This design comes from an exercise in tuning for small area on the open sky130 flow, not from production work. Where RTL was checked, it was by simulation tests only, not by an equivalence proof against the original. Only the layout flow was run in runs 1 and 2; the RTL was not checked for function there. No activity file was given, so power comes from the tool's default toggle rates.

--- flow/run.sh ---
#!/bin/bash
# Standard layout flow; only the clock tree options differ: no dummy loads
# are added to balance the clock tree, and leaf buffers are clkbuf_8.
set -e
export CTS_ARGS="-sink_clustering_enable -repair_clock_nets -dont_use_dummy_load -buf_list sky130_fd_sc_hd__clkbuf_8 -sink_clustering_size 20 -sink_clustering_max_diameter 60"
bash standard.sh > standard.log 2>&1
--- standard.sh ---
#!/bin/bash
# synth_recipe.tcl (not shown) runs the flow's synth.tcl, then flattens the netlist and writes it again
# the make line also repeats each setting of config.mk as NAME=value (left out here)
make -C /OpenROAD-flow-scripts/flow DESIGN_CONFIG=/design/flow/config.mk WORK_HOME=/design/flow/orfs CLKGATE_MAP_FILE= SYNTH_SCRIPT=/design/flow/synth_recipe.tcl "${@:-finish}"
--- config.mk ---
export PLATFORM = sky130hd
export DESIGN_NAME = Segway
export DESIGN_NICKNAME = Segway
export VERILOG_FILES = /design/flow/design.v
export SDC_FILE = /design/flow/constraint.sdc
export NUM_CORES = 4
export LEC_CHECK = 0
export CAP_MARGIN = 20
export CORE_MARGIN = 2
export CORE_UTILIZATION = 60
export CTS_BUF_LIST = sky130_fd_sc_hd__clkbuf_8
export GPL_TIMING_DRIVEN = 0
export PLACE_DENSITY = 0.75
export SLEW_MARGIN = 20
--- constraint.sdc ---
create_clock -name core_clock -period 16.0 [get_ports {clk}]
set_input_delay 3.2000 -clock core_clock [delete_from_list [all_inputs] [get_ports {clk}]]
set_output_delay 3.2000 -clock core_clock [all_outputs]
set_load 0.01 [all_outputs]
--- design.v ---
module UART_rcv(clk,rst_n,RX,clr_rdy,rdy,is_g,is_s);
  input clk,rst_n;
  input RX;
  input clr_rdy;
  output reg rdy;
  output reg is_g, is_s;
  localparam [11:0] B_HALF = 12'hCEE;    
  localparam [11:0] B_FULL = 12'h000;    
  localparam [11:0] B_ZERO = 12'h1B1;
  localparam [7:0] CH_G = 8'h67, CH_S = 8'h73;
  reg rx_ff1, rx_ff2;
  reg [3:0] bit_cnt;       
  reg [11:0] baud;
  wire idle  = bit_cnt[3] & bit_cnt[1] & bit_cnt[0];
  wire last  = bit_cnt[3] & bit_cnt[1] & ~bit_cnt[0];
  wire recv  = ~(bit_cnt[3] & bit_cnt[1]);
  wire start = idle & ~rx_ff2;
  wire shift = recv & (baud == B_ZERO);
  wire [3:0] bit_inc;
  rc_inc #(4) ibc(.a(bit_cnt), .ci(1'b1), .s(bit_inc), .co());
  always_ff @(posedge clk or negedge rst_n)
    if (!rst_n) begin
      rx_ff1 <= 1'b1;
      rx_ff2 <= 1'b1;
    end else begin
      rx_ff1 <= RX;
      rx_ff2 <= rx_ff1;
    end
  always_ff @(posedge clk or negedge rst_n)
    if (!rst_n)
      bit_cnt <= 4'd11;
    else if (start)
      bit_cnt <= 4'd0;
    else if (shift)
      bit_cnt <= bit_inc;
    else if (last)
      bit_cnt <= 4'd11;
  always_ff @(posedge clk)
    if (start)
      baud <= B_HALF;
    else if (shift)
      baud <= B_FULL;
    else
      baud <= {baud[10:0], ~(baud[11] ^ baud[5] ^ baud[3] ^ baud[0])};
  reg eg, es;
  always_comb
    case (bit_cnt)
      4'd1: begin eg = CH_G[0]; es = CH_S[0]; end
      4'd2: begin eg = CH_G[1]; es = CH_S[1]; end
      4'd3: begin eg = CH_G[2]; es = CH_S[2]; end
      4'd4: begin eg = CH_G[3]; es = CH_S[3]; end
      4'd5: begin eg = CH_G[4]; es = CH_S[4]; end
      4'd6: begin eg = CH_G[5]; es = CH_S[5]; end
      4'd7: begin eg = CH_G[6]; es = CH_S[6]; end
      4'd8: begin eg = CH_G[7]; es = CH_S[7]; end
      default: begin eg = rx_ff2; es = rx_ff2; end    
    endcase
  always_ff @(posedge clk)
    if (start) begin
      is_g <= 1'b1;
      is_s <= 1'b1;
    end else if (shift) begin
      is_g <= is_g & (rx_ff2 == eg);
      is_s <= is_s & (rx_ff2 == es);
    end
  always_ff @(posedge clk or negedge rst_n)
    if (!rst_n)
      rdy <= 1'b0;
    else if (start || clr_rdy)
      rdy <= 1'b0;
    else if (last)
      rdy <= 1'b1;
endmodule
module Auth_blk (clk,rst_n,RX,rider_off,pwr_up);
  input rider_off;
  input RX;
  input clk;
  input rst_n;
  output logic pwr_up;
  logic rx_rdy, is_g, is_s;
  logic clr_rx_rdy;
  UART_rcv receiver(.clk(clk), .rst_n(rst_n), .RX(RX), .clr_rdy(clr_rx_rdy), .rdy(rx_rdy),
                    .is_g(is_g), .is_s(is_s));
  typedef enum reg [1:0] {OFF, PWR1, PWR2} state_t;
  state_t state, nxt_state;
  wire got_g = is_g & rx_rdy;
  wire got_s = is_s & rx_rdy;
  always_ff @(posedge clk, negedge rst_n)
    if (!rst_n)
      state <= OFF;
    else
      state <= nxt_state;
  always_comb begin
    pwr_up = 0;
    clr_rx_rdy = 0;
    nxt_state = OFF;
    case (state)
      OFF: if (got_g) begin
             clr_rx_rdy = 1;
             nxt_state = PWR1;
           end
      PWR1: begin
        pwr_up = 1;
        if (rider_off) begin
          clr_rx_rdy = 1;
          nxt_state = OFF;
        end else if (got_s) begin
          clr_rx_rdy = 1;
          nxt_state = PWR2;
        end else
          nxt_state = PWR1;
      end
      PWR2: begin
        pwr_up = 1;
        if (!rider_off && got_g) begin
          clr_rx_rdy = 1;
          nxt_state = PWR1;
        end else if (rider_off) begin
          clr_rx_rdy = 1;
          nxt_state = OFF;
        end else
          nxt_state = PWR2;
      end
      default: nxt_state = OFF;
    endcase
  end
endmodule
module SPI_mstr16(clk,rst_n,wrt,SS_n,SCLK,p,sc,smpl,shft);
  input clk, rst_n, wrt;
  output logic SS_n;
  output SCLK;
  output [4:0] p, sc;
  output smpl, shft;
  logic [9:0] cnt;
  wire [9:0] cnt_inc;
  rc_inc #(10) inc(.a(cnt), .ci(1'b1), .s(cnt_inc), .co());
  assign SCLK = cnt[4];
  assign p = cnt[9:5];
  assign sc = cnt[4:0];
  wire run = ~SS_n & ~cnt[9];                   
  assign smpl = run & (cnt[4:0] == 5'd15);      
  assign shft = run & (&cnt[4:0]);              
  wire last = ~SS_n & (cnt == 10'h1FF);
  always_ff @(posedge clk)
    if (SS_n)
      cnt <= 10'h3F7;
    else
      cnt <= cnt_inc;
  always_ff @(posedge clk, negedge rst_n)
    if (!rst_n)
      SS_n <= 1'b1;
    else if (SS_n) begin
      if (wrt) SS_n <= 1'b0;
    end else if (last)
      SS_n <= 1'b1;
endmodule
module inertial_integrator(clk,rst_n,vld,rd_lo,n_rt_lo,n_rt_hi,n_AZ,p,j,fus_go,ptch,ptch_nxt);
  input clk,rst_n,vld,rd_lo;
  input [7:0] n_rt_lo, n_rt_hi;
  input [15:0] n_AZ;
  input [4:0] p, j;
  input fus_go;
  output [15:0] ptch;
  output [15:0] ptch_nxt;         
  logic [26:0] ptch_int;
  assign ptch = ptch_int[26:11];
  logic k1, k2;
  wire [7:0] lo, lsum;
  wire lc, lk;
  rc_add #(8) a0(.a(n_rt_lo), .b(8'hC2), .ci(1'b0), .s(lo), .co(lc));
  rc_add #(8) a1(.a(ptch_int[7:0]), .b(lo), .ci(1'b1), .s(lsum), .co(lk));
  always_ff @(posedge clk)
    if (rd_lo) begin
      k1 <= lc;
      k2 <= lk;
    end
  always_ff @(posedge clk, negedge rst_n)
    if (!rst_n)
      ptch_int[7:0] <= 8'h0;
    else if (rd_lo)
      ptch_int[7:0] <= lsum;
  logic [7:0] dl;           
  logic [2:0] cy;           
  logic cx;                 
  logic fus;
  wire init = p[4];                          
  wire az = ~n_AZ[j[3:0]];
  wire kb = (j == 5'd7) | (j == 5'd8);
  wire xj = j[4] ? dl[0] : (az ^ kb ^ cx);   
  wire cxn = (az & kb) | (cx & (az ^ kb));
  reg yb;                                    
  always_comb
    if (j < 5'd13)
      yb = 1'b0;
    else if (j > 5'd28)
      yb = ~ptch[15];
    else
      yb = ~ptch[j[3:0] + 4'd3];
  wire s1 = xj ^ dl[0] ^ dl[1];
  wire k1s = (xj & dl[0]) | (dl[1] & (xj ^ dl[0]));
  wire s2 = dl[5] ^ dl[7] ^ yb;
  wire k2s = (dl[5] & dl[7]) | (yb & (dl[5] ^ dl[7]));
  wire ob = s1 ^ s2 ^ cy[0];
  wire k3 = (s1 & s2) | (cy[0] & (s1 ^ s2));
  wire s4 = k1s ^ k2s ^ k3;
  wire k4 = (k1s & k2s) | (k3 & (k1s ^ k2s));
  wire h0 = s4 ^ cy[1];
  wire k5 = s4 & cy[1];
  wire f1 = k4 ^ k5 ^ cy[2];
  wire k6 = (k4 & k5) | (cy[2] & (k4 ^ k5));
  always_ff @(posedge clk)
    if (init) begin
      dl <= 8'h0;
      cy <= 3'h0;
      cx <= 1'b0;
    end else begin
      dl <= {dl[6:0], xj};
      cy <= {k6, f1, h0};
      cx <= cxn;
    end
  always_ff @(posedge clk)
    if (fus_go & (p == 5'd0) & (&j))
      fus <= ~ob;
  wire [7:0] nh;
  rc_add #(8) a5(.a(n_rt_hi), .b(8'h03), .ci(k1), .s(nh), .co());
  wire [8:0] e;
  rc_add #(9) a6(.a({nh[7], nh}), .b(fus ? 9'h002 : 9'h1FE), .ci(1'b0), .s(e), .co());
  wire [18:0] nxt;
  rc_add #(19) a7(.a(ptch_int[26:8]), .b({{10{e[8]}}, e}), .ci(k2), .s(nxt), .co());
  assign ptch_nxt = nxt[18:3];
  always_ff @(posedge clk, negedge rst_n)
    if (!rst_n)
      ptch_int[26:8] <= 19'h0;
    else if (vld)
      ptch_int[26:8] <= nxt;
endmodule
module inert_intf(clk,rst_n,tmr,vld,ptch,ptch_nxt,SS_n,SCLK,MOSI,MISO,INT,pH_ld,pH_d,pH_q);
  input clk,rst_n;
  input [11:0] tmr;                
  input MISO,INT;
  output logic vld;
  output SS_n,SCLK,MOSI;
  output [15:0] ptch;
  output [15:0] ptch_nxt;
  output pH_ld;
  output [7:0] pH_d;
  input [7:0] pH_q;
  logic [7:0] hold_AZH;            
  logic INT_ff1, INT_ff2;
  logic wrt, done;
  logic rd_ptchL, rd_ptchH, rd_AZL, rd_AZH;
  logic MISO_smpl;
  logic [7:0] rx;                  
  logic [3:0] txi;                 
  logic smpl, shft;
  logic [15:0] cmd;
  typedef enum logic [3:0] {INIT1,INIT2,INIT3,INIT4,WAIT,READ1,READ2,READ3,READ4} state_t;
  state_t state, nextState;
  always_ff @(posedge clk) begin
    INT_ff1 <= INT;
    INT_ff2 <= INT_ff1;
  end
  logic [4:0] p, sc;
  SPI_mstr16 spi(.clk(clk), .rst_n(rst_n), .wrt(wrt), .SS_n(SS_n), .SCLK(SCLK), .p(p), .sc(sc),
                 .smpl(smpl), .shft(shft));
  assign done = SS_n;
  always_ff @(posedge clk)
    if (smpl) MISO_smpl <= MISO;
  wire [3:0] txi_inc;
  rc_inc #(4) itx(.a(txi), .ci(1'b1), .s(txi_inc), .co());
  always_ff @(posedge clk)
    if (wrt & ~SS_n)
      rx <= 8'hFF;
    else if (shft)
      rx <= {rx[6:0], ~MISO_smpl};
  always_ff @(posedge clk, negedge rst_n)
    if (!rst_n)
      txi <= 4'h0;
    else if (wrt)
      txi <= 4'h0;
    else if (shft | ((state == INIT1) & (&tmr)))
      txi <= txi_inc;
  always_comb
    case (state)
      INIT2: cmd = 16'h0D02;
      INIT3: cmd = 16'h1053;
      INIT4: cmd = 16'h1150;
      WAIT:  cmd = 16'h1460;
      READ1: cmd = 16'hA200;
      READ2: cmd = 16'hA300;
      READ3: cmd = 16'hAC00;
      default: cmd = 16'hAD00;
    endcase
  assign MOSI = cmd[~txi];
  assign pH_ld = rd_ptchH;
  assign pH_d = rx;
  always_ff @(posedge clk, negedge rst_n)
    if (!rst_n)
      hold_AZH <= 8'hFF;
    else if (rd_AZH)
      hold_AZH <= rx;
  always_ff @(posedge clk, negedge rst_n)
    if (!rst_n)
      state <= INIT1;
    else
      state <= nextState;
  wire t10 = &tmr[9:0];
  always_comb begin
    wrt = 0;
    vld = 0;
    rd_ptchL = 0;
    rd_ptchH = 0;
    rd_AZL = 0;
    rd_AZH = 0;
    nextState = state;
    case (state)
      INIT1: if ((&txi) & (&tmr[11:10]) & t10) begin nextState = INIT2; wrt = 1; end
      INIT2: if (t10) begin nextState = INIT3; wrt = 1; end
      INIT3: if (t10) begin nextState = INIT4; wrt = 1; end
      INIT4: if (t10) begin nextState = WAIT; wrt = 1; end
      WAIT:  if (INT_ff2) begin nextState = READ1; wrt = 1; end
      READ1: if (done) begin rd_ptchL = 1; wrt = 1; nextState = READ2; end
      READ2: if (done) begin rd_ptchH = 1; wrt = 1; nextState = READ3; end
      READ3: if (done) begin rd_AZL = 1; wrt = 1; nextState = READ4; end
      READ4: if (done) begin rd_AZH = 1; vld = 1; nextState = WAIT; end
      default: nextState = INIT1;
    endcase
  end
  wire fus_go = (state == READ4) & ~SS_n;
  inertial_integrator integrator_DUT(.clk(clk), .rst_n(rst_n), .vld(vld), .rd_lo(rd_ptchL),
      .n_rt_lo(rx), .n_rt_hi(pH_q), .n_AZ({hold_AZH,rx}), .p(p), .j(sc), .fus_go(fus_go),
      .ptch(ptch), .ptch_nxt(ptch_nxt));
endmodule
module balance_cntrl(clk,rst_n,vld,ptch,ptch_nxt,ld_cell_diff,cnt,lft_pwm,lft_rev,
                     rght_pwm,rght_rev,rider_off,en_steer,pwr_up);
  input clk,rst_n;
  input vld;
  input [15:0] ptch;
  input [15:0] ptch_nxt;           
  input [8:0] ld_cell_diff;       
  input rider_off;
  input en_steer;
  input pwr_up;
  input [10:0] cnt;               
  output lft_pwm;                  
  output lft_rev;
  output rght_pwm;                 
  output rght_rev;
  logic [17:0] integrator;
  logic [9:0] tempI;
  logic [6:0] dsat;                
  wire [9:0] err = ptch[15] ? (&ptch[14:9] ? ptch[9:0] : 10'h200)
                            : (|ptch[14:9] ? 10'h1FF : ptch[9:0]);
  wire [9:0] err_nxt = ptch_nxt[15] ? (&ptch_nxt[14:9] ? ptch_nxt[9:0] : 10'h200)
                                    : (|ptch_nxt[14:9] ? 10'h1FF : ptch_nxt[9:0]);
  wire [17:0] isum;
  rc_add #(18) ai(.a(integrator), .b({{8{err[9]}}, err}), .ci(1'b0), .s(isum), .co());
  wire ov = (err[9] == integrator[17]) & (err[9] != isum[17]);
  always_ff @(posedge clk, negedge rst_n)
    if (!rst_n)
      integrator <= 18'h0;
    else if (rider_off | ~pwr_up)
      integrator <= 18'h0;
    else if (vld & ~ov)
      integrator <= isum;
  wire [9:0] dd;
  rc_add #(10) ad(.a(err_nxt), .b(~tempI), .ci(1'b1), .s(dd), .co());
  wire [6:0] dsat_nxt = (dd[9] & ~&dd[8:6]) ? 7'h40 : (~dd[9] & |dd[8:6]) ? 7'h3F : dd[6:0];
  always_ff @(posedge clk, negedge rst_n)
    if (!rst_n) begin
      tempI <= 10'h0;
      dsat <= 7'h0;
    end else if (vld) begin
      tempI <= err;
      dsat <= dsat_nxt;
    end
  wire [15:0] ds = {{9{dsat[6]}}, dsat};
  wire [15:0] es = {{6{err[9]}}, err};
  wire [15:0] p14, pi, cs_s, cs_c, pid;
  rc_add #(16) ap(.a(es << 4), .b(~(es << 1)), .ci(1'b1), .s(p14), .co());
  rc_add #(16) aq(.a(p14), .b(integrator[17:2]), .ci(1'b0), .s(pi), .co());
  wire [15:0] d4 = ds << 2, d16 = ds << 4;
  assign cs_s = pi ^ d4 ^ d16;
  assign cs_c = (pi & d4) | (d16 & (pi ^ d4));
  rc_add #(16) ar(.a(cs_s), .b({cs_c[14:0], 1'b0}), .ci(1'b0), .s(pid), .co());
  wire [15:0] st = en_steer ? {{7{ld_cell_diff[8]}}, ld_cell_diff} : 16'h0;
  wire [15:0] lt, rt;
  rc_add #(16) al(.a(pid), .b(~st), .ci(1'b1), .s(lt), .co());
  rc_add #(16) ab(.a(pid), .b(st), .ci(1'b0), .s(rt), .co());
  shape shl(.t(lt), .pwr_up(pwr_up), .cnt(cnt), .pwm(lft_pwm), .rev(lft_rev));
  shape shr(.t(rt), .pwr_up(pwr_up), .cnt(cnt), .pwm(rght_pwm), .rev(rght_rev));
endmodule
module shape(input [15:0] t, input pwr_up, input [10:0] cnt, output pwm, output rev);
  wire neg = t[15];
  wire [15:0] x = t ^ {16{neg}};                      
  wire big = |x[15:11];
  wire ge_sat, ge_lo, rv_x;
  rc_ge #(11) c1(.a(x[10:0]), .b(neg ? 11'd1067 : 11'd1068), .ge(ge_sat));
  rc_ge #(7) c2(.a(x[6:0]), .b(neg ? 7'd69 : 7'd70), .ge(ge_lo));
  rc_ge #(15) c3(.a(x[14:0]), .b(15'd31788), .ge(rv_x));     
  wire sat = big | ge_sat;                            
  wire sml = ~big & ~|x[10:7] & ~ge_lo;               
  wire [6:0] a7;
  rc_inc #(7) ia(.a(x[6:0]), .ci(neg), .s(a7), .co());
  wire [10:0] opa = sml ? {a7, 4'h0} : x[10:0];
  wire [10:0] opb = sml ? ~{4'h0, a7} : 11'd980;
  wire ci = sml | neg;
  wire [10:0] nc = ~cnt;
  wire [10:0] cs_s = opa ^ opb ^ nc;
  wire [10:0] cs_c = (opa & opb) | (nc & (opa ^ opb));
  wire [10:0] cb = {cs_c[9:0], ci};
  wire [11:0] cc;
  assign cc[0] = 1'b0;
  genvar i;
  generate for (i = 0; i < 11; i = i + 1) begin : g
    assign cc[i+1] = (cs_s[i] & cb[i]) | (cc[i] & (cs_s[i] | cb[i]));
  end endgenerate
  wire hi = cc[11];
  assign pwm = pwr_up & (sat ? ~&cnt : sml ? (hi & cs_c[10]) : (hi | cs_c[10]));
  assign rev = neg ^ rv_x;
endmodule
module steer_en(clk,rst_n,lft_ld,rght_ld,en_steer,rider_off,ld_cell_diff);
  input clk;
  input rst_n;
  input [11:0] lft_ld;
  input [11:0] rght_ld;
  output logic en_steer;
  output logic rider_off;
  output [8:0] ld_cell_diff;       
  wire [11:0] dif, sum;
  wire nb, sc;
  rc_add #(12) ad(.a(lft_ld), .b(~rght_ld), .ci(1'b1), .s(dif), .co(nb));    
  rc_add #(12) as(.a(lft_ld), .b(rght_ld), .ci(1'b0), .s(sum), .co(sc));
  assign ld_cell_diff = dif[11:3];
  wire sum_gt_min = |sum[11:9];
  wire s_le_32r;
  rc_ge #(13) g1(.a({rght_ld[7:0], 5'h0}), .b({sc, sum}), .ge(s_le_32r));
  wire diff_gt_15_16 = ~nb | (~|rght_ld[11:8] & ~s_le_32r);
  wire d_ge;
  rc_ge #(12) g2(.a(dif), .b({1'b0, sc, sum[11:2]}), .ge(d_ge));
  wire diff_lt_1_4 = nb & ~d_ge;
  localparam [15:0] T_FULL = 16'hD577;
  logic [15:0] timer;
  logic clr_tmr;
  wire tmr_full = (timer == T_FULL);
  always_ff @(posedge clk)
    if (clr_tmr)
      timer <= 16'h0;
    else
      timer <= {timer[14:0], ~(timer[15] ^ timer[14] ^ timer[12] ^ timer[3])};
  typedef enum logic [1:0] {IDLE, WAIT, STEER} state_t;
  state_t state, nextState;
  always_ff @(posedge clk, negedge rst_n)
    if (!rst_n)
      state <= IDLE;
    else
      state <= nextState;
  always_comb begin
    clr_tmr = 0;
    en_steer = 0;
    rider_off = 0;
    nextState = IDLE;
    case (state)
      IDLE:
        if (sum_gt_min) begin
          nextState = WAIT;
          clr_tmr = 1;
        end
      WAIT:
        if (!sum_gt_min) begin
          nextState = IDLE;
          rider_off = 1;
        end else if (diff_lt_1_4) begin
          nextState = WAIT;
          clr_tmr = 1;
        end else if (tmr_full)
          nextState = STEER;
        else
          nextState = WAIT;
      STEER: begin
        en_steer = 1;
        if (!sum_gt_min) begin
          nextState = IDLE;
          rider_off = 1;
        end else if (diff_gt_15_16) begin
          clr_tmr = 1;
          nextState = WAIT;
        end else
          nextState = STEER;
      end
      default:
        nextState = IDLE;
    endcase
  end
endmodule
module PWM11(PWM_sig, on, clk, rst_n);
  input clk, rst_n;
  input on;                        
  output reg PWM_sig;
  reg Q;
  always @(posedge clk)
    Q <= on;
  always @(posedge clk or negedge rst_n)
    if (!rst_n)
      PWM_sig <= 1'b0;
    else
      PWM_sig <= Q;
endmodule
module mtr_drv(input clk, rst_n, lft_rev, rght_rev, input lft_on, input rght_on,
               output [11:0] tmr,
               output logic PWM_rev_lft, PWM_frwrd_lft, PWM_rev_rght, PWM_frwrd_rght);
  logic [11:0] cnt;
  wire [11:0] cnt_inc;
  rc_inc #(12) inc(.a(cnt), .ci(1'b1), .s(cnt_inc), .co());
  always_ff @(posedge clk, negedge rst_n)
    if (!rst_n)
      cnt <= 12'h0;
    else
      cnt <= cnt_inc;
  assign tmr = cnt;
  logic PWM_sig_left, PWM_sig_right;
  PWM11 pwm_left(.clk(clk), .rst_n(rst_n), .on(lft_on), .PWM_sig(PWM_sig_left));
  PWM11 pwm_right(.clk(clk), .rst_n(rst_n), .on(rght_on), .PWM_sig(PWM_sig_right));
  assign PWM_rev_lft = lft_rev & PWM_sig_left;
  assign PWM_rev_rght = rght_rev & PWM_sig_right;
  assign PWM_frwrd_lft = ~lft_rev & PWM_sig_left;
  assign PWM_frwrd_rght = ~rght_rev & PWM_sig_right;
endmodule
module A2D_intf(clk, rst_n, nxt, lft_ld, rght_ld, SS_n, SCLK, MOSI, MISO, ld_x, x_d, x_q);
  input clk, rst_n, nxt;
  input MISO;
  output logic [11:0] lft_ld, rght_ld;
  output SS_n, SCLK, MOSI;
  input ld_x;                      
  input [7:0] x_d;
  output [7:0] x_q;
  logic wrt, done, update;
  logic [1:0] counter;
  logic [11:0] rx;
  logic [4:0] p;
  logic smpl;
  typedef enum logic [1:0] {IDLE, TELL, READ} state_t;
  state_t state, nxt_state;
  SPI_mstr16 spi(.clk(clk), .rst_n(rst_n), .wrt(wrt), .SS_n(SS_n), .SCLK(SCLK), .p(p), .sc(),
                 .smpl(smpl), .shft());
  assign done = SS_n;
  always_ff @(posedge clk)
    if (smpl)
      rx <= {rx[10:0], MISO};
    else if (ld_x)
      rx[7:0] <= x_d;
  assign x_q = rx[7:0];
  assign MOSI = (p == 5'd2) & (counter != 2'd0) | (p == 5'd4) & (counter == 2'd2);
  always_ff @(posedge clk, negedge rst_n)
    if (!rst_n)
      state <= IDLE;
    else
      state <= nxt_state;
  always_comb begin
    wrt = 0;
    update = 0;
    nxt_state = state;
    case (state)
      IDLE: if (nxt) begin wrt = 1; nxt_state = TELL; end
      TELL: if (done) begin wrt = 1; nxt_state = READ; end
      READ: if (done) begin update = 1; nxt_state = IDLE; end
      default: nxt_state = IDLE;
    endcase
  end
  always_ff @(posedge clk, negedge rst_n)
    if (!rst_n) begin
      lft_ld <= 12'h0;
      rght_ld <= 12'h0;
    end else if (update) begin
      if (counter == 2'd0) lft_ld <= rx;
      if (counter == 2'd1) rght_ld <= rx;
    end
  always_ff @(posedge clk, negedge rst_n)
    if (!rst_n)
      counter <= 2'd0;
    else if (update)
      counter <= (counter == 2'd2) ? 2'd0 : {counter[0], ~counter[0] & ~counter[1]};
endmodule
module reset_synch(RST_n, clk, rst_n);
input RST_n, clk;
output reg rst_n;
reg int_rst;
always @(negedge clk or negedge RST_n) begin
	if(!RST_n)
		int_rst <= 1'b0;
	else
		int_rst <= 1'b1;
end
always @(negedge clk or negedge RST_n) begin
	if(!RST_n)
		rst_n <= 1'b0;
	else
		rst_n <= int_rst;
end
endmodule
module Segway(clk,RST_n,INERT_SS_n,INERT_MOSI,
              INERT_SCLK,INERT_MISO,A2D_SS_n,A2D_MOSI,A2D_SCLK,
              A2D_MISO,PWM_rev_rght,PWM_frwrd_rght,PWM_rev_lft,
              PWM_frwrd_lft,INT,RX);
  input clk,RST_n;
  input INERT_MISO;
  input A2D_MISO;
  input INT;
  input RX;
  output A2D_SS_n, INERT_SS_n;
  output A2D_MOSI, INERT_MOSI;
  output A2D_SCLK, INERT_SCLK;
  output PWM_rev_rght, PWM_frwrd_rght;
  output PWM_rev_lft, PWM_frwrd_lft;
  wire rst_n;
  wire [11:0] lft_ld, rght_ld;
  wire lft_on, rght_on;
  wire lft_rev, rght_rev;
  wire rider_off, pwr_up, en_steer;
  wire vld;
  wire [15:0] ptch, ptch_nxt;
  wire [8:0] ld_cell_diff;
  wire pH_ld;
  wire [7:0] pH_d, pH_q;
  wire [11:0] tmr;                       
  reset_synch iRST(.clk(clk),.RST_n(RST_n),.rst_n(rst_n));
  Auth_blk auth(.clk(clk), .rst_n(rst_n), .RX(RX), .rider_off(rider_off), .pwr_up(pwr_up));
  inert_intf inert(.clk(clk), .rst_n(rst_n), .tmr(tmr), .vld(vld), .ptch(ptch), .ptch_nxt(ptch_nxt),
                   .SS_n(INERT_SS_n), .SCLK(INERT_SCLK), .MOSI(INERT_MOSI), .MISO(INERT_MISO), .INT(INT),
                   .pH_ld(pH_ld), .pH_d(pH_d), .pH_q(pH_q));
  balance_cntrl blctrl(.clk(clk), .rst_n(rst_n), .vld(vld), .ptch(ptch), .ptch_nxt(ptch_nxt), .ld_cell_diff(ld_cell_diff),
                       .cnt(tmr[10:0]), .lft_pwm(lft_on), .lft_rev(lft_rev), .rght_pwm(rght_on), .rght_rev(rght_rev),
                       .rider_off(rider_off), .en_steer(en_steer), .pwr_up(pwr_up));
  steer_en steer(.clk(clk), .rst_n(rst_n), .lft_ld(lft_ld), .rght_ld(rght_ld),
                 .en_steer(en_steer), .rider_off(rider_off), .ld_cell_diff(ld_cell_diff));
  mtr_drv mtr(.clk(clk), .rst_n(rst_n), .tmr(tmr), .lft_on(lft_on), .lft_rev(lft_rev),
              .rght_on(rght_on), .rght_rev(rght_rev),
              .PWM_rev_lft(PWM_rev_lft), .PWM_frwrd_lft(PWM_frwrd_lft),
              .PWM_rev_rght(PWM_rev_rght), .PWM_frwrd_rght(PWM_frwrd_rght));
  A2D_intf A2D(.clk(clk), .rst_n(rst_n), .nxt(vld), .lft_ld(lft_ld), .rght_ld(rght_ld),
               .SS_n(A2D_SS_n), .SCLK(A2D_SCLK), .MOSI(A2D_MOSI), .MISO(A2D_MISO),
               .ld_x(pH_ld), .x_d(pH_d), .x_q(pH_q));
endmodule
module rc_add #(parameter N = 8) (input [N-1:0] a, input [N-1:0] b, input ci,
                                  output [N-1:0] s, output co);
  wire [N:0] c;
  assign c[0] = ci;
  genvar i;
  generate for (i = 0; i < N; i = i + 1) begin : g
    assign s[i] = a[i] ^ b[i] ^ c[i];
    assign c[i+1] = (a[i] & b[i]) | (c[i] & (a[i] ^ b[i]));
  end endgenerate
  assign co = c[N];
endmodule
module rc_inc #(parameter N = 8) (input [N-1:0] a, input ci, output [N-1:0] s, output co);
  wire [N:0] c;
  assign c[0] = ci;
  genvar i;
  generate for (i = 0; i < N; i = i + 1) begin : g
    assign s[i] = a[i] ^ c[i];
    assign c[i+1] = a[i] & c[i];
  end endgenerate
  assign co = c[N];
endmodule
module rc_ge #(parameter N = 8) (input [N-1:0] a, input [N-1:0] b, output ge);
  wire [N:0] c;
  assign c[0] = 1'b1;
  genvar i;
  generate for (i = 0; i < N; i = i + 1) begin : g
    assign c[i+1] = (a[i] & ~b[i]) | (c[i] & (a[i] | ~b[i]));
  end endgenerate
  assign ge = c[N];
endmodule
==> impl_metrics.py, run 1 <==
metrics = {
    "outcome": {
        "status": "complete, no violations",
    },
    "synth": {
        "syn_nets": 1806,
        "ys_types": 82,
        "synth_ff_type": "dfrtp_1",
        "syn_inst": 1538,
        "synth_edf_count": 16,
        "synth_seq_cells": 225,
        "synth_area_sq_um": 15680,
        "yosys_warnings": 11,
        "synth_area_per_cell_sq_um": 10.19,
        "ys_seq_area_share_pct": 34.19,
        "async_reset_ff_share_pct": 60.00,
    },
    "setup_path": {
        "worst_setup_path_end_kind": "output pin",
        "crit_top_cell": "fa_1",
        "slowest_delay_ns": 0.59,
        "crit_arrival_ns": 12.08,
        "slowest_stage": "fa_1",
        "worstPathMaxFanout": 10,
        "cp-start-kind": "register",
        "path_class": "reg -> out",
        "cp.required_ns": 12.80,
    },
    "cells_and_area": {
        "finalNonFillerCells": 1919,
        "final_common_cell": "nand2_1",
        "final_cell_mix": "nand2_1, inv_1, fa_1",
        "stdcell_area_sq_um": 16730,
        "area.growth.synth_to_final_pct": 6.745,
        "drive_gt1_share_pct": 8.018,
        "multi_input_area_sq_um": 9444,
        "nNetsFinal": 1854,
        "antenna_cells": 0,
        "fill_cells": 2102,
        "regArea_sq_um": 5359,
    },
    "timing": {
        "drv_slew": 0,
        "hold_viol": 0,
        "tightest_slew_ns": 1.124,
        "finalSetupViolations": 0,
        "rsz0062_at_grt": "no",
        "fmax_mhz": 65.45,
        "fin_crit_sh_pct": 95.50,
        "relSlewSlack_pct": 24.47,
        "period_needed_ns": 15.28,
        "final.setup_skew_ns": 0.1172,
        "tns_ns": 0,
    },
    "clock_network": {
        "cts-root-buf": "clkbuf_8",
        "htree_num_levels": 1,
        "cts_tree": "built",
        "clkTransAtPathRegs_ns": 0.12,
        "clock_sink_count": 225,
        "cts_buffer_depth": 3,
        "cts_made_buffers": 22,
        "clkLatencyLatePin_ns": 0.59,
    },
    "drt": {
        "drc_errors": 0,
        "routedWlPerCell_um": 16.79,
        "dr.pass1.iters": 5,
        "vias": 10892,
        "post_drt_via_cell_ratio": 5.676,
        "drt_wl_total_um": 32220,
        "drtAntennaViolNets": 0,
        "drt_iter0_drc": 559,
    },
    "hold_path": {
        "min_path_type": "reg -> reg",
    },
    "placement": {
        "dp.cells": 1897,
        "io_buffers": 15,
        "dpl.hpwl_um": 25640,
        "place_congestion": 0.9042,
        "detailed_place.area_sq_um": 16420,
    },
    "power": {
        "max-vdd-ir-drop_mv": 0.07238,
        "p_switching_mw": 0.1989,
        "power_frac_comb_pct": 1.5,
        "pwr-share-seq_pct": 63.7,
        "pwr-share-clk_pct": 34.8,
        "power_density_nw_per_um2": 53.71,
        "leakagePower_nw": 7.505,
        "internal-power_mw": 0.6999,
        "switching_share_pct": 22.13,
    },
    "grt": {
        "grt_max_degree": 21,
        "track_usage_pct": 24.46,
        "grt_pass1_wl_um": 55900,
        "gr-total-overflow": 0,
        "grt_pass1_vias": 11621,
        "antenna_found_initial": 0,
    },
    "floorplanning": {
        "coreArea_sq_um": 25840,
        "start_util_pct": 60.67,
        "fp.dieW_um": 165.6,
        "io-pin-count": 16,
        "dieArea_sq_um": 27430,
        "die_h_um": 165.6,
        "num_rows": 59,
    },
    "run": {
        "cap_violations": 0,
    },
}
[worst max-delay path: cells and delay by family, from the launching register on]
family,cells,cell delay (ns)
simple gates,5,1.06
buf+inv,4,0.88
compound gates,3,0.75
xor+xnor,1,0.55
flops,1,0.47
fa+ha+maj,19,7.78
[registers in the layout, indices dropped and copies added (netlist names), 7 cells and up]
signal	cells
inert.rx	8
blctrl.tempI	10
A2D.lft_ld	12
A2D.rght_ld	12
blctrl.dsat	7
mtr.cnt	12
inert.hold_AZH	8
inert.integrator_DUT.dl	8
blctrl.integrator	18
A2D.spi.cnt	10
auth.receiver.baud	12
steer.timer	16
inert.integrator_DUT.ptch_int	27
inert.spi.cnt	10
A2D.rx	12
[layout make-up]
| class | instances | share of cell area, % |
|---|---|---|
| flip-flops and latches | 225 | 32.03 |
| multi-input cells | 1080 | 56.44 |
| inverters | 185 | 4.150 |
| repair buffers | 24 | 1.929 |
| plain buffers | 48 | 1.137 |
| clock buffers | 22 | 1.810 |
| well taps | 335 | 2.505 |
[Yosys cell counts, types with 25 or more instances]
| master | instances | area, sq um |
|---|---|---|
| nand2_1 | 187 | 701.9 |
| inv_1 | 183 | 686.9 |
| fa_1 | 152 | 3043 |
| dfrtp_1 | 118 | 2953 |
| ha_1 | 110 | 1376 |
| nor2_1 | 88 | 330.3 |
| o21ai_0 | 88 | 440.4 |
| dfxtp_1 | 74 | 1481 |
| a21oi_1 | 52 | 260.3 |
| clkbuf_1 | 40 | 150.1 |
| nor2b_1 | 39 | 244.0 |
| xnor2_1 | 28 | 245.2 |
| mux2i_1 | 26 | 260.3 |
| or2_2 | 25 | 156.4 |
[power by group through the flow]
| stage | combinational, mW | sequential, mW | clock (mW) |
|---|---|---|---|
| 6_report | 0.0133 | 0.573 | 0.313 |
| 5_1_grt | 0.0152 | 0.573 | 0.342 |
| 4_1_cts | 0.0139 | 0.573 | 0.322 |
| 3_5_place_dp | 0.0139 | 0.584 | 0 |
| 3_3_place_gp | 0.00183 | 0.591 | 0 |
| 2_1_floorplan | 0.000520 | 0.588 | 0 |
[routing by layer]
| metal | GRT usage, % | up-vias | wire length, um |
|---|---|---|---|
| met1 | 31.56 | 5429 | 14040 |
| met5 | 0 | - | 0 |
| li1 | - | 5187 | - |
| met3 | 2.772 | 70 | 998 |
| met2 | 43.23 | 206 | 16130 |
| met4 | 8.166 | 0 | 1053 |
[cells by family after synthesis]
kind of cell | Yosys count | synth area share, %
fa+ha+maj | 271 | 28.78
mux | 60 | 4.765
xor+xnor | 47 | 2.921
flops | 225 | 34.19
buf+inv | 233 | 5.643
simple gates | 458 | 14.01
other cells | 1 | 0.02392
compound gates | 243 | 9.675
[repair_timing]
item | in CTS | in global routing
gates resized for setup | 0 | 1
buffers inserted | 0 | 0
hold buffers | 0 | 0
setup endpoints to repair | 0 | 1
[final timing paths]
| path | cells past startpoint | slack [ns] | endpoint | start |
|---|---|---|---|---|
| worst max register to register | 43 | 1.61 | blctrl.dsat[0] | A2D.rx[0] |
| worst min register to register | 0 | 0.29 | iRST.rst_n | iRST.int_rst |
| worst max-delay path | 32 | 0.72 | PWM_frwrd_rght | A2D.rght_ld[0] |
| min in group asynchronous | 0 | 8.13 | inert.integrator_DUT.ptch_int[5] | iRST.rst_n |
| max in group asynchronous | 1 | 5.16 | iRST.int_rst | RST_n |
| worst min-delay path | 0 | 0.29 | iRST.rst_n | iRST.int_rst |
[per-stage QoR]
step	total power, mW	hold WS [ns]	setup WS, ns	utilization (%)
floorplan	0.5889	0.2917	2.453	-
global placement	0.5925	0.2977	1.302	62.87
detailed placement	0.5979	0.2952	1.225	63.54
CTS	0.9088	0.2961	0.5721	64.71
global route	0.9297	0.3026	0.1549	64.76
finish	0.8988	0.2948	0.7201	64.76
==> inputs of run 2 (changes only) <==
==> flow/run.sh (replaced) <==
#!/bin/bash
# Standard layout flow; only the clock tree options differ: no dummy loads
# are added to balance the clock tree, and leaf buffers are clkbuf_8.
set -e
export CTS_ARGS="-sink_clustering_enable -repair_clock_nets -dont_use_dummy_load -buf_list sky130_fd_sc_hd__clkbuf_8 -sink_clustering_size 16 -sink_clustering_max_diameter 60"
bash standard.sh > standard.log 2>&1
==> run 2 against run 1 <==
Compared with the run above:
- clock power up 2%
- sequential power is essentially flat
- fmax down 0.35%
==> impl_metrics.py, run 2 <==
metrics = {
    "synth": {
        "synth_top_area_share_pct": 19.41,
        "yosys_warnings": 11,
        "ys_types": 82,
        "synth_seq_cells": 225,
        "netlist_top_cells_count": "nand2_1, inv_1, fa_1",
        "synth_area_sq_um": 15680,
        "syn_inst": 1538,
        "synth_area_per_cell_sq_um": 10.19,
        "syn_nets": 1806,
        "synth_ff_type": "dfrtp_1",
        "synth_most_common_cell": "nand2_1",
        "ys_seq_area_share_pct": 34.19,
        "synth_top_area_cell": "fa_1",
        "ys_top_cells_by_area": "fa_1, dfrtp_1, dfxtp_1",
        "synth_edf_count": 16,
        "async_reset_ff_share_pct": 60.00,
    },
    "cells_and_area": {
        "largest_reg_flops": 27,
        "finalNonFillerCells": 1920,
        "top_register": "inert.integrator_DUT.ptch_int",
        "utilization_pct": 64.79,
        "regArea_sq_um": 5359,
        "nNetsFinal": 1855,
        "antenna_cells": 0,
        "area.growth.synth_to_final_pct": 6.801,
        "stdcell_area_sq_um": 16740,
        "multi_input_area_sq_um": 9439,
        "final_cell_mix": "nand2_1, inv_1, fa_1",
        "fill_cells": 2092,
        "final_common_cell": "nand2_1",
        "drive_gt1_share_pct": 8.013,
        "largestRegisters": "inert.integrator_DUT.ptch_int: 27 flops, blctrl.integrator: 18 flops, steer.timer: 16 flops",
    },
    "drt": {
        "post_drt_via_cell_ratio": 5.675,
        "drt_iter0_drc": 574,
        "vias": 10896,
        "routedWlPerCell_um": 16.77,
        "dr.pass1.iters": 5,
        "drt_wl_total_um": 32200,
        "drtAntennaViolNets": 0,
        "drc_errors": 0,
    },
    "timing": {
        "tns_ns": 0,
        "finalSetupViolations": 0,
        "drv_slew": 0,
        "period_needed_ns": 15.33,
        "relSlewSlack_pct": 23.36,
        "final.setup_skew_ns": 0.08696,
        "hold_viol": 0,
        "rsz0062_at_grt": "no",
        "fmax_mhz": 65.22,
        "fin_crit_sh_pct": 95.83,
        "tightest_slew_ns": 1.141,
    },
    "clock_network": {
        "cts_made_buffers": 23,
        "ctsHoldBuffers": 0,
        "clock_sink_count": 225,
        "cts_resized": 0,
        "htree_num_levels": 1,
        "clkTransAtPathRegs_ns": 0.10,
        "cts_buffer_depth": 3,
        "cts_setup_buffers": 0,
        "cts-root-buf": "clkbuf_8",
        "cts_tree": "built",
        "clkLatencyLatePin_ns": 0.58,
    },
    "floorplanning": {
        "coreArea_sq_um": 25840,
        "num_rows": 59,
        "io-pin-count": 16,
        "fp.dieW_um": 165.6,
        "die_h_um": 165.6,
        "start_util_pct": 60.67,
        "dieArea_sq_um": 27430,
    },
    "setup_path": {
        "crit_top_cell": "fa_1",
        "slowest_stage": "fa_1",
        "worstPathMaxFanout": 10,
        "cp-start-kind": "register",
        "crit_arrival_ns": 12.13,
        "path_class": "reg -> out",
        "worst_setup_path_end_kind": "output pin",
        "cp.required_ns": 12.80,
        "slowest_delay_ns": 0.58,
    },
    "power": {
        "p_switching_mw": 0.1996,
        "power_frac_comb_pct": 1.5,
        "pwr-share-seq_pct": 63.3,
        "p_total_mw": 0.9047,
        "leakagePower_nw": 7.511,
        "max-vdd-ir-drop_mv": 0.06511,
        "pwr-share-clk_pct": 35.3,
        "internal-power_mw": 0.7051,
        "switching_share_pct": 22.06,
        "power_density_nw_per_um2": 54.04,
    },
    "placement": {
        "dpl.hpwl_um": 25640,
        "io_buffers": 15,
        "place_congestion": 0.9042,
        "dp.cells": 1897,
        "detailed_place.area_sq_um": 16420,
    },
    "grt": {
        "gr-total-overflow": 0,
        "antenna_found_initial": 0,
        "grt_pass1_vias": 11653,
        "grt_pass1_wl_um": 56040,
        "grt_max_degree": 19,
        "track_usage_pct": 24.55,
    },
    "outcome": {
        "status": "complete, no violations",
    },
    "run": {
        "cap_violations": 0,
    },
    "hold_path": {
        "min_path_type": "reg -> reg",
    },
}
## run 2: cell counts after synthesis
No cell type changed its count.
## run 2: cells by family after synthesis
family                   Yosys count  synth area share, %
multiplexers                      60                4.765
buffers and inverters            233                5.643
adder cells (fa/ha/maj)          271                28.78
AO/OA/AOI/OAI                    243                9.675
other                              1              0.02392
flip-flops                       225                34.19
XOR/XNOR                          47                2.921
AND/OR/NAND/NOR                  458                14.01
## run 2: critical path, delay by kind of cell, from the launching register on
kind | cells | cell delay, ns
compound gates | 3 | 0.85
buf+inv | 5 | 0.98
xor+xnor | 1 | 0.55
flops | 1 | 0.39
fa+ha+maj | 19 | 7.72
simple gates | 5 | 1.06
## run 2: final timing paths
check	start	end	slack [ns]	cells past startpoint
worst max register to register	A2D.rx[0]	blctrl.dsat[0]	1.67	43
worst min register to register	iRST.int_rst	iRST.rst_n	0.29	0
worst max-delay path	A2D.lft_ld[0]	PWM_frwrd_rght	0.67	33
max in group asynchronous	RST_n	iRST.rst_n	5.15	1
worst min-delay path	iRST.int_rst	iRST.rst_n	0.29	0
min in group asynchronous	iRST.rst_n	inert.integrator_DUT.ptch_int[5]	8.11	0
## run 2: stage by stage
step	hold slack, ns	worst slack (ns)
finish	0.2943	0.6671
global route	0.3023	0.01066
CTS	0.2958	0.5835
detailed placement	0.2952	1.225
global placement	0.2977	1.302
floorplan	0.2917	2.453
## run 2: layout make-up
cell class,instances,area share [%]
plain buffers,48,1.136
clock buffers,23,1.891
well taps,335,2.504
repair buffers,24,1.928
multi-input cells,1080,56.38
flip-flops and latches,225,32.01
inverters,185,4.148
## run 2: routing by layer
layer / global-route usage, % / part of all wire, % / vias up
li1: - / - / 5193
met1: 31.60 / 43 / 5384
met2: 43.12 / 50 / 244
met3: 2.891 / 3.7 / 75
met4: 8.809 / 3.6 / 0
met5: 0 / 0 / -
## run 2: power groups by stage
stage / clock network [mW] / registers (mW) / logic [mW]
6_report: 0.319 / 0.572 / 0.0134
5_1_grt: 0.350 / 0.573 / 0.0152
4_1_cts: 0.328 / 0.572 / 0.0139
3_5_place_dp: 0 / 0.584 / 0.0139
3_3_place_gp: 0 / 0.591 / 0.00183
2_1_floorplan: 0 / 0.588 / 0.000520
==> inputs of run 3 (changes only) <==
--- a/design.v
+++ b/design.v
@@ -154,12 +154,15 @@
     end else if (last)
       SS_n <= 1'b1;
 endmodule
-module inertial_integrator(clk,rst_n,vld,rd_lo,n_rt_lo,n_rt_hi,n_AZ,p,j,fus_go,ptch,ptch_nxt);
+module inertial_integrator(clk,rst_n,vld,rd_lo,n_rt_lo,n_rt_hi,n_AZ,p,j,fus_go,ptch,ptch_nxt,eng_en,eng_d,eng_q);
   input clk,rst_n,vld,rd_lo;
   input [7:0] n_rt_lo, n_rt_hi;
   input [15:0] n_AZ;
   input [4:0] p, j;
   input fus_go;
+  output eng_en;
+  output [11:0] eng_d;
+  input [11:0] eng_q;
   output [15:0] ptch;
   output [15:0] ptch_nxt;         
   logic [26:0] ptch_int;
@@ -179,9 +182,9 @@
       ptch_int[7:0] <= 8'h0;
     else if (rd_lo)
       ptch_int[7:0] <= lsum;
-  logic [7:0] dl;           
-  logic [2:0] cy;           
-  logic cx;                 
+  wire [7:0] dl = eng_q[7:0];      
+  wire [2:0] cy = eng_q[10:8];     
+  wire cx = eng_q[11];             
   logic fus;
   wire init = p[4];                          
   wire az = ~n_AZ[j[3:0]];
@@ -208,16 +211,8 @@
   wire k5 = s4 & cy[1];
   wire f1 = k4 ^ k5 ^ cy[2];
   wire k6 = (k4 & k5) | (cy[2] & (k4 ^ k5));
-  always_ff @(posedge clk)
-    if (init) begin
-      dl <= 8'h0;
-      cy <= 3'h0;
-      cx <= 1'b0;
-    end else begin
-      dl <= {dl[6:0], xj};
-      cy <= {k6, f1, h0};
-      cx <= cxn;
-    end
+  assign eng_en = fus_go;
+  assign eng_d = init ? 12'h0 : {cxn, k6, f1, h0, dl[6:0], xj};
   always_ff @(posedge clk)
     if (fus_go & (p == 5'd0) & (&j))
       fus <= ~ob;
@@ -234,7 +229,7 @@
     else if (vld)
       ptch_int[26:8] <= nxt;
 endmodule
-module inert_intf(clk,rst_n,tmr,vld,ptch,ptch_nxt,SS_n,SCLK,MOSI,MISO,INT,pH_ld,pH_d,pH_q);
+module inert_intf(clk,rst_n,tmr,vld,ptch,ptch_nxt,SS_n,SCLK,MOSI,MISO,INT,eng_en,eng_d,eng_q);
   input clk,rst_n;
   input [11:0] tmr;                
   input MISO,INT;
@@ -242,10 +237,10 @@
   output SS_n,SCLK,MOSI;
   output [15:0] ptch;
   output [15:0] ptch_nxt;
-  output pH_ld;
-  output [7:0] pH_d;
-  input [7:0] pH_q;
-  logic [7:0] hold_AZH;            
+  output eng_en;
+  output [11:0] eng_d;
+  input [11:0] eng_q;
+  logic [7:0] hold_pitchH, hold_AZH;      
   logic INT_ff1, INT_ff2;
   logic wrt, done;
   logic rd_ptchL, rd_ptchH, rd_AZL, rd_AZH;
@@ -292,8 +287,8 @@
       default: cmd = 16'hAD00;
     endcase
   assign MOSI = cmd[~txi];
-  assign pH_ld = rd_ptchH;
-  assign pH_d = rx;
+  always_ff @(posedge clk)
+    if (rd_ptchH) hold_pitchH <= rx;
   always_ff @(posedge clk, negedge rst_n)
     if (!rst_n)
       hold_AZH <= 8'hFF;
@@ -328,8 +323,9 @@
   end
   wire fus_go = (state == READ4) & ~SS_n;
   inertial_integrator integrator_DUT(.clk(clk), .rst_n(rst_n), .vld(vld), .rd_lo(rd_ptchL),
-      .n_rt_lo(rx), .n_rt_hi(pH_q), .n_AZ({hold_AZH,rx}), .p(p), .j(sc), .fus_go(fus_go),
-      .ptch(ptch), .ptch_nxt(ptch_nxt));
+      .n_rt_lo(rx), .n_rt_hi(hold_pitchH), .n_AZ({hold_AZH,rx}), .p(p), .j(sc), .fus_go(fus_go),
+      .ptch(ptch), .ptch_nxt(ptch_nxt),
+      .eng_en(eng_en), .eng_d(eng_d), .eng_q(eng_q));
 endmodule
 module balance_cntrl(clk,rst_n,vld,ptch,ptch_nxt,ld_cell_diff,cnt,lft_pwm,lft_rev,
                      rght_pwm,rght_rev,rider_off,en_steer,pwr_up);
@@ -526,14 +522,14 @@
   assign PWM_frwrd_lft = ~lft_rev & PWM_sig_left;
   assign PWM_frwrd_rght = ~rght_rev & PWM_sig_right;
 endmodule
-module A2D_intf(clk, rst_n, nxt, lft_ld, rght_ld, SS_n, SCLK, MOSI, MISO, ld_x, x_d, x_q);
+module A2D_intf(clk, rst_n, nxt, lft_ld, rght_ld, SS_n, SCLK, MOSI, MISO, x_en, x_d, x_q);
   input clk, rst_n, nxt;
   input MISO;
   output logic [11:0] lft_ld, rght_ld;
   output SS_n, SCLK, MOSI;
-  input ld_x;                      
-  input [7:0] x_d;
-  output [7:0] x_q;
+  input x_en;                      
+  input [11:0] x_d;                
+  output [11:0] x_q;
   logic wrt, done, update;
   logic [1:0] counter;
   logic [11:0] rx;
@@ -545,11 +541,11 @@
                  .smpl(smpl), .shft());
   assign done = SS_n;
   always_ff @(posedge clk)
-    if (smpl)
+    if (x_en)
+      rx <= x_d;
+    else if (smpl)
       rx <= {rx[10:0], MISO};
-    else if (ld_x)
-      rx[7:0] <= x_d;
-  assign x_q = rx[7:0];
+  assign x_q = rx;
   assign MOSI = (p == 5'd2) & (counter != 2'd0) | (p == 5'd4) & (counter == 2'd2);
   always_ff @(posedge clk, negedge rst_n)
     if (!rst_n)
@@ -620,14 +616,14 @@
   wire vld;
   wire [15:0] ptch, ptch_nxt;
   wire [8:0] ld_cell_diff;
-  wire pH_ld;
-  wire [7:0] pH_d, pH_q;
+  wire eng_en;
+  wire [11:0] eng_d, eng_q;
   wire [11:0] tmr;                       
   reset_synch iRST(.clk(clk),.RST_n(RST_n),.rst_n(rst_n));
   Auth_blk auth(.clk(clk), .rst_n(rst_n), .RX(RX), .rider_off(rider_off), .pwr_up(pwr_up));
   inert_intf inert(.clk(clk), .rst_n(rst_n), .tmr(tmr), .vld(vld), .ptch(ptch), .ptch_nxt(ptch_nxt),
                    .SS_n(INERT_SS_n), .SCLK(INERT_SCLK), .MOSI(INERT_MOSI), .MISO(INERT_MISO), .INT(INT),
-                   .pH_ld(pH_ld), .pH_d(pH_d), .pH_q(pH_q));
+                   .eng_en(eng_en), .eng_d(eng_d), .eng_q(eng_q));
   balance_cntrl blctrl(.clk(clk), .rst_n(rst_n), .vld(vld), .ptch(ptch), .ptch_nxt(ptch_nxt), .ld_cell_diff(ld_cell_diff),
                        .cnt(tmr[10:0]), .lft_pwm(lft_on), .lft_rev(lft_rev), .rght_pwm(rght_on), .rght_rev(rght_rev),
                        .rider_off(rider_off), .en_steer(en_steer), .pwr_up(pwr_up));
@@ -639,7 +635,7 @@
               .PWM_rev_rght(PWM_rev_rght), .PWM_frwrd_rght(PWM_frwrd_rght));
   A2D_intf A2D(.clk(clk), .rst_n(rst_n), .nxt(vld), .lft_ld(lft_ld), .rght_ld(rght_ld),
                .SS_n(A2D_SS_n), .SCLK(A2D_SCLK), .MOSI(A2D_MOSI), .MISO(A2D_MISO),
-               .ld_x(pH_ld), .x_d(pH_d), .x_q(pH_q));
+               .x_en(eng_en), .x_d(eng_d), .x_q(eng_q));
 endmodule
 module rc_add #(parameter N = 8) (input [N-1:0] a, input [N-1:0] b, input ci,
                                   output [N-1:0] s, output co);
--- a/config.mk
+++ b/config.mk
@@ -5,10 +5,10 @@
 export SDC_FILE = /design/flow/constraint.sdc
 export NUM_CORES = 4
 export LEC_CHECK = 0
-export CAP_MARGIN = 20
+export CAP_MARGIN = 0
 export CORE_MARGIN = 2
 export CORE_UTILIZATION = 60
 export CTS_BUF_LIST = sky130_fd_sc_hd__clkbuf_8
 export GPL_TIMING_DRIVEN = 0
 export PLACE_DENSITY = 0.75
-export SLEW_MARGIN = 20
+export SLEW_MARGIN = 0
==> run 3 against run 2 <==
Compared with the run above:
- highest routed layer is now met5
- non-clock buffer count is 2 lower
- total power grew 0.44%
- via count increased by 0.20%
- die area barely moved
- global-route usage is 0.64 points higher
- final cell count shrank 0.47%
- fmax grew 2.3%
- sequential cell count fell by 4
- count of clock-buffer cells in the layout is 2 higher
==> impl_metrics.py, run 3 <==
metrics = {
    "synth": {
        "async_reset_ff_share_pct": 61.09,
        "syn_inst": 1528,
        "synth_seq_cells": 221,
        "syn_nets": 1796,
        "ys_top_cells_by_area": "fa_1, dfrtp_1, ha_1",
        "synth_edf_count": 24,
        "ys_types": 86,
        "synth_area_per_cell_sq_um": 10.25,
        "synth_most_common_cell": "nand2_1",
        "yosys_warnings": 11,
        "synth_area_sq_um": 15660,
        "synth_ff_type": "dfrtp_1",
        "synth_top_area_cell": "fa_1",
        "ys_seq_area_share_pct": 34.21,
        "netlist_top_cells_count": "nand2_1, inv_1, fa_1",
        "synth_top_area_share_pct": 19.43,
    },
    "drt": {
        "vias": 10918,
        "drc_errors": 0,
        "dr.pass1.iters": 6,
        "routedWlPerCell_um": 17.02,
        "drt_wl_total_um": 32530,
        "post_drt_via_cell_ratio": 5.713,
        "drt_iter0_drc": 595,
        "drtAntennaViolNets": 0,
    },
    "floorplanning": {
        "dieArea_sq_um": 27420,
        "fp.dieW_um": 165.6,
        "coreArea_sq_um": 25840,
        "io-pin-count": 16,
        "die_h_um": 165.6,
        "start_util_pct": 60.62,
        "num_rows": 59,
    },
    "setup_path": {
        "path_class": "reg -> out",
        "slowest_stage": "fa_1",
        "worst_setup_path_end_kind": "output pin",
        "crit_arrival_ns": 11.79,
        "cp-start-kind": "register",
        "crit_top_cell": "fa_1",
        "cp.required_ns": 12.80,
        "slowest_delay_ns": 0.55,
        "worstPathMaxFanout": 10,
    },
    "grt": {
        "grt_pass1_vias": 11382,
        "track_usage_pct": 25.19,
        "grt_pass1_wl_um": 55060,
        "grt_max_degree": 22,
        "antenna_found_initial": 1,
        "gr-total-overflow": 0,
    },
    "cells_and_area": {
        "stdcell_area_sq_um": 16760,
        "drive_gt1_share_pct": 7.931,
        "area.growth.synth_to_final_pct": 7.029,
        "final_cell_mix": "nand2_1, inv_1, fa_1",
        "largestRegisters": "inert.integrator_DUT.ptch_int: 27 flops, blctrl.integrator: 18 flops, steer.timer: 16 flops",
        "antenna_cells": 0,
        "final_common_cell": "nand2_1",
        "largest_reg_flops": 27,
        "top_register": "inert.integrator_DUT.ptch_int",
        "nNetsFinal": 1846,
    },
    "placement": {
        "place_congestion": 0.9054,
        "dpl.hpwl_um": 25580,
        "io_buffers": 15,
        "dp_slack_ns": 1.570,
        "detailed_place.area_sq_um": 16420,
    },
    "timing": {
        "period_needed_ns": 14.99,
        "holdWs_ns": 0.3276,
        "layout_setup_ws_ns": 1.009,
        "relSlewSlack_pct": 21.46,
        "finalSetupViolations": 0,
        "hold_viol": 0,
        "rsz0062_at_grt": "no",
        "fmax_mhz": 66.71,
        "drv_slew": 0,
        "tns_ns": 0,
        "final.setup_skew_ns": 0.1102,
        "fin_crit_sh_pct": 93.69,
        "tightest_slew_ns": 1.167,
    },
    "clock_network": {
        "cts_resized": 0,
        "clkTransAtPathRegs_ns": 0.06,
        "clock_sink_count": 221,
        "cts_buffer_depth": 3,
        "clkLatencyLatePin_ns": 0.61,
        "cts_made_buffers": 25,
        "cts_tree": "built",
        "ctsHoldBuffers": 0,
        "cts-root-buf": "clkbuf_8",
        "cts_setup_buffers": 0,
        "htree_num_levels": 1,
    },
    "power": {
        "power_density_nw_per_um2": 54.20,
        "p_total_mw": 0.9087,
        "max-vdd-ir-drop_mv": 0.06208,
        "leakagePower_nw": 7.864,
    },
    "hold_path": {
        "min_path_type": "reg -> reg",
    },
    "outcome": {
        "status": "complete, no violations",
    },
    "run": {
        "cap_violations": 0,
    },
}
## run 3: path summary, 6_finish.rpt
check | start | end | slack (ns) | cells after the start
setup reg to reg | inert.integrator_DUT.k1 | blctrl.dsat[0] | 1.56 | 43
setup / recovery | A2D.lft_ld[0] | PWM_frwrd_rght | 1.01 | 34
max in group asynchronous | RST_n | iRST.rst_n | 5.13 | 1
hold reg to reg | mtr.pwm_left.Q | mtr.pwm_left.PWM_sig | 0.33 | 0
min in group asynchronous | iRST.rst_n | inert.integrator_DUT.ptch_int[3] | 8.29 | 0
hold / removal | mtr.pwm_left.Q | mtr.pwm_left.PWM_sig | 0.33 | 0
## run 3: kinds of logic after synthesis
kind of cell | count (synthesis) | share of synthesized area (%)
buf+inv | 230 | 5.623
fa+ha+maj | 268 | 28.60
simple gates | 460 | 14.23
flops | 221 | 34.21
mux | 60 | 4.809
other cells | 1 | 0.02394
compound gates | 242 | 9.658
xor+xnor | 46 | 2.852
## run 3: area by class of cell
type,instances,area [sq um]
Timing Repair Buffer,23,337.8
Buffer,47,193.9
Inverter,183,686.9
Multi-Input combinational cell,1077,9424
Tap cell,335,419.2
Sequential cell,221,5359
Clock buffer,25,344.1
Fill cell,2050,9072
## run 3: layer usage
layer | vias up | part of all wire (%) | track usage (%)
li1 | 5192 | - | -
met1 | 5417 | 44 | 33.19
met2 | 233 | 49 | 43.61
met3 | 74 | 4.0 | 2.972
met4 | 2 | 3.2 | 8.307
met5 | - | 0.040 | 0
## run 3: per-stage QoR
step                      cells  utilization, %
after global routing       1911           64.89
after global placement     1878           62.83
final                      1911           64.89
after CTS                  1911           64.89
after detailed placement   1886           63.55
after floorplan            1528               -
## run 3: critical path: cells and delay by family, from the launching register on
family                     cells  cell delay, ns
muxes                          1            0.33
DFF                            1            0.38
buffers and inverters          6            1.25
and+or+nand+nor                5            1.03
adders and majority gates     19            7.61
xor gates and xnor gates       1            0.24
AOI/OAI and AO/OA              2            0.33
## run 3: power by group
part           internal (mW)  switching (mW)
Combinational        0.00588         0.00739
Clock                  0.138           0.192
Sequential             0.565         0.00142
Total                  0.708           0.200
==> inputs of run 4 (changes only) <==
--- a/config.mk
+++ b/config.mk
@@ -5,10 +5,10 @@
 export SDC_FILE = /design/flow/constraint.sdc
 export NUM_CORES = 4
 export LEC_CHECK = 0
-export CAP_MARGIN = 0
+export CAP_MARGIN = 10
 export CORE_MARGIN = 2
 export CORE_UTILIZATION = 60
 export CTS_BUF_LIST = sky130_fd_sc_hd__clkbuf_8
 export GPL_TIMING_DRIVEN = 0
 export PLACE_DENSITY = 0.75
-export SLEW_MARGIN = 0
+export SLEW_MARGIN = 10
==> run 4 against run 3 <==
Compared with the run above:
- design area about the same
- synthesized cell count is the same
- count of clock-buffer cells in the layout decreased by 1
- worst hold slack got worse by 0.026 ns
- largest power group unchanged
- area after synthesis unchanged
- total power decreased by 0.77%
- sequential share of layout area hardly changed
- sequential power is essentially flat
- final cell count barely moved
- utilization hardly changed
- fmax shrank 0.10%
- clock skew is 0.036 ns lower
==> impl_metrics.py, run 4 <==
metrics = {
    "floorplanning": {
        "coreArea_sq_um": 25840,
        "start_util_pct": 60.62,
        "die_h_um": 165.6,
        "io-pin-count": 16,
        "dieArea_sq_um": 27420,
        "num_rows": 59,
        "fp.dieW_um": 165.6,
    },
    "cells_and_area": {
        "stdcell_area_sq_um": 16770,
        "nNetsFinal": 1847,
        "area.growth.synth_to_final_pct": 7.053,
        "antenna_cells": 0,
        "utilization_pct": 64.90,
        "final_cell_mix": "nand2_1, inv_1, fa_1",
        "final_common_cell": "nand2_1",
        "drive_gt1_share_pct": 7.990,
        "largest_reg_flops": 27,
        "finalNonFillerCells": 1912,
        "fill_cells": 2071,
        "largestRegisters": "inert.integrator_DUT.ptch_int: 27 flops, blctrl.integrator: 18 flops, steer.timer: 16 flops",
        "top_register": "inert.integrator_DUT.ptch_int",
    },
    "drt": {
        "drtAntennaViolNets": 0,
        "drt_iter0_drc": 569,
        "vias": 10878,
        "drc_errors": 0,
        "dr.pass1.iters": 5,
        "post_drt_via_cell_ratio": 5.689,
        "routedWlPerCell_um": 17.01,
        "drt_wl_total_um": 32530,
    },
    "synth": {
        "synth_top_area_cell": "fa_1",
        "synth_xor_area_share_pct": 2.852,
        "synth_edf_count": 24,
        "synth_area_per_cell_sq_um": 10.25,
        "netlist_top_cells_count": "nand2_1, inv_1, fa_1",
        "syn_inst": 1528,
        "synth_most_common_cell": "nand2_1",
        "synth_ff_type": "dfrtp_1",
        "synth_top_area_share_pct": 19.43,
        "synth_compound_area_share_pct": 9.657,
        "yosys_warnings": 11,
        "synth_fa_ha_area_share_pct": 28.60,
        "ys_top_cells_by_area": "fa_1, dfrtp_1, ha_1",
        "synthSimpleGateAreaFrac_pct": 14.23,
        "muxShareOfSynthArea_pct": 4.809,
        "synth_seq_cells": 221,
        "synth_top_family_by_area": "adder cells",
        "ys_types": 86,
        "syn_nets": 1796,
        "ys_seq_area_share_pct": 34.21,
        "synth_area_sq_um": 15660,
        "async_reset_ff_share_pct": 61.09,
    },
    "grt": {
        "gr-total-overflow": 0,
        "grt_pass1_wl_um": 55140,
        "antenna_found_initial": 1,
        "track_usage_pct": 25.25,
        "grt_pass1_vias": 11385,
        "grt_max_degree": 21,
    },
    "run": {
        "cap_violations": 0,
    },
    "setup_path": {
        "slowest_stage": "a21oi_1",
        "worstReg2RegStart": "inert.integrator_DUT.k1",
        "worst_setup_path_end_kind": "output pin",
        "rrSetupSlack_ns": 1.68,
        "rr_worst_depth": 43,
        "worst-path-buf-inv": 7,
        "cp-start-kind": "register",
        "r2r_end": "blctrl.dsat[0]",
        "cp.required_ns": 12.80,
        "critical_path.top_delay_family": "adder cells",
        "crit_arrival_ns": 11.81,
        "path_class": "reg -> out",
        "crit_top_cell": "fa_1",
        "slowest_delay_ns": 0.56,
        "worstPathMaxFanout": 10,
    },
    "clock_network": {
        "clock_sink_count": 221,
        "cts_resized": 0,
        "cts-root-buf": "clkbuf_8",
        "ctsHoldBuffers": 0,
        "cts_buffer_depth": 3,
        "cts_made_buffers": 24,
        "cts_tree": "built",
        "clkTransAtPathRegs_ns": 0.09,
        "htree_num_levels": 1,
        "cts_setup_buffers": 0,
        "clkLatencyLatePin_ns": 0.58,
    },
    "power": {
        "leakagePower_nw": 7.867,
        "power_density_nw_per_um2": 53.77,
        "p_total_mw": 0.9016,
        "max-vdd-ir-drop_mv": 0.06618,
    },
    "placement": {
        "place_congestion": 0.9054,
        "dp.cells": 1888,
        "detailed_place.area_sq_um": 16440,
        "dpl.hpwl_um": 25760,
        "dp_slack_ns": 1.541,
        "io_buffers": 15,
    },
    "timing": {
        "fmax_mhz": 66.64,
        "drv_slew": 0,
        "relSlewSlack_pct": 23.36,
        "hold_viol": 0,
        "finalSetupViolations": 0,
        "layout_setup_ws_ns": 0.9936,
        "tns_ns": 0,
        "tightest_slew_ns": 1.145,
        "holdWs_ns": 0.3015,
        "rsz0062_at_grt": "no",
        "final.setup_skew_ns": 0.07371,
        "period_needed_ns": 15.01,
        "fin_crit_sh_pct": 93.79,
    },
    "hold_path": {
        "holdCritStartpoint": "iRST.int_rst",
        "worstHoldEndpoint": "iRST.rst_n",
        "min_path_type": "reg -> reg",
        "hold_path_depth": 0,
    },
    "outcome": {
        "status": "complete, no violations",
    },
}
[run 4: cell counts after synthesis]
Identical to the previous run, type by type.
[run 4: power breakdown]
| group | switching, mW | internal [mW] |
|---|---|---|
| logic | 0.00827 | 0.00624 |
| registers | 0.000648 | 0.565 |
| clock network | 0.189 | 0.133 |
| total | 0.198 | 0.704 |
[run 4: worst max-delay path by stage]
stage	cells after the start	to	startpoint
6_report	33	PWM_frwrd_rght	inert.integrator_DUT.ptch_int[26]
5_1_grt	33	PWM_frwrd_rght	inert.integrator_DUT.ptch_int[26]
4_1_cts	33	PWM_frwrd_rght	A2D.rght_ld[0]
3_5_place_dp	34	PWM_frwrd_rght	A2D.lft_ld[0]
3_3_place_gp	34	PWM_frwrd_rght	A2D.lft_ld[0]
2_1_floorplan	33	PWM_frwrd_rght	A2D.lft_ld[0]
[run 4: worst register-to-register path: cells and delay by family, from the launching register on]
kind / cells / cell delay, ns
xor+xnor: 2 / 0.47
simple gates: 3 / 0.64
buf+inv: 6 / 0.38
compound gates: 3 / 1.10
flops: 1 / 0.37
fa+ha+maj: 29 / 11.24
[run 4: final cells by class]
cell class / instances / area (sq um) / share of cell area (%)
Timing Repair Buffer: 25 / 355.3 / 2.119
Clock buffer: 24 / 330.3 / 1.970
Sequential cell: 221 / 5359 / 31.96
Inverter: 183 / 686.9 / 4.096
Tap cell: 335 / 419.2 / 2.500
Buffer: 47 / 193.9 / 1.157
Multi-Input combinational cell: 1077 / 9424 / 56.20
[run 4: kinds of logic after synthesis]
logic type               Yosys count
AND/OR/NAND/NOR                  460
adder cells (fa/ha/maj)          268
AO/OA/AOI/OAI                    242
buffers and inverters            230
flip-flops                       221
multiplexers                      60
XOR/XNOR                          46
other                              1
[run 4: routing by layer]
metal  part of all wire, %  GRT usage (%)
met5                 0.040              0
met4                   2.9          7.719
met3                   4.0          3.546
met1                    44          33.14
met2                    49          43.76
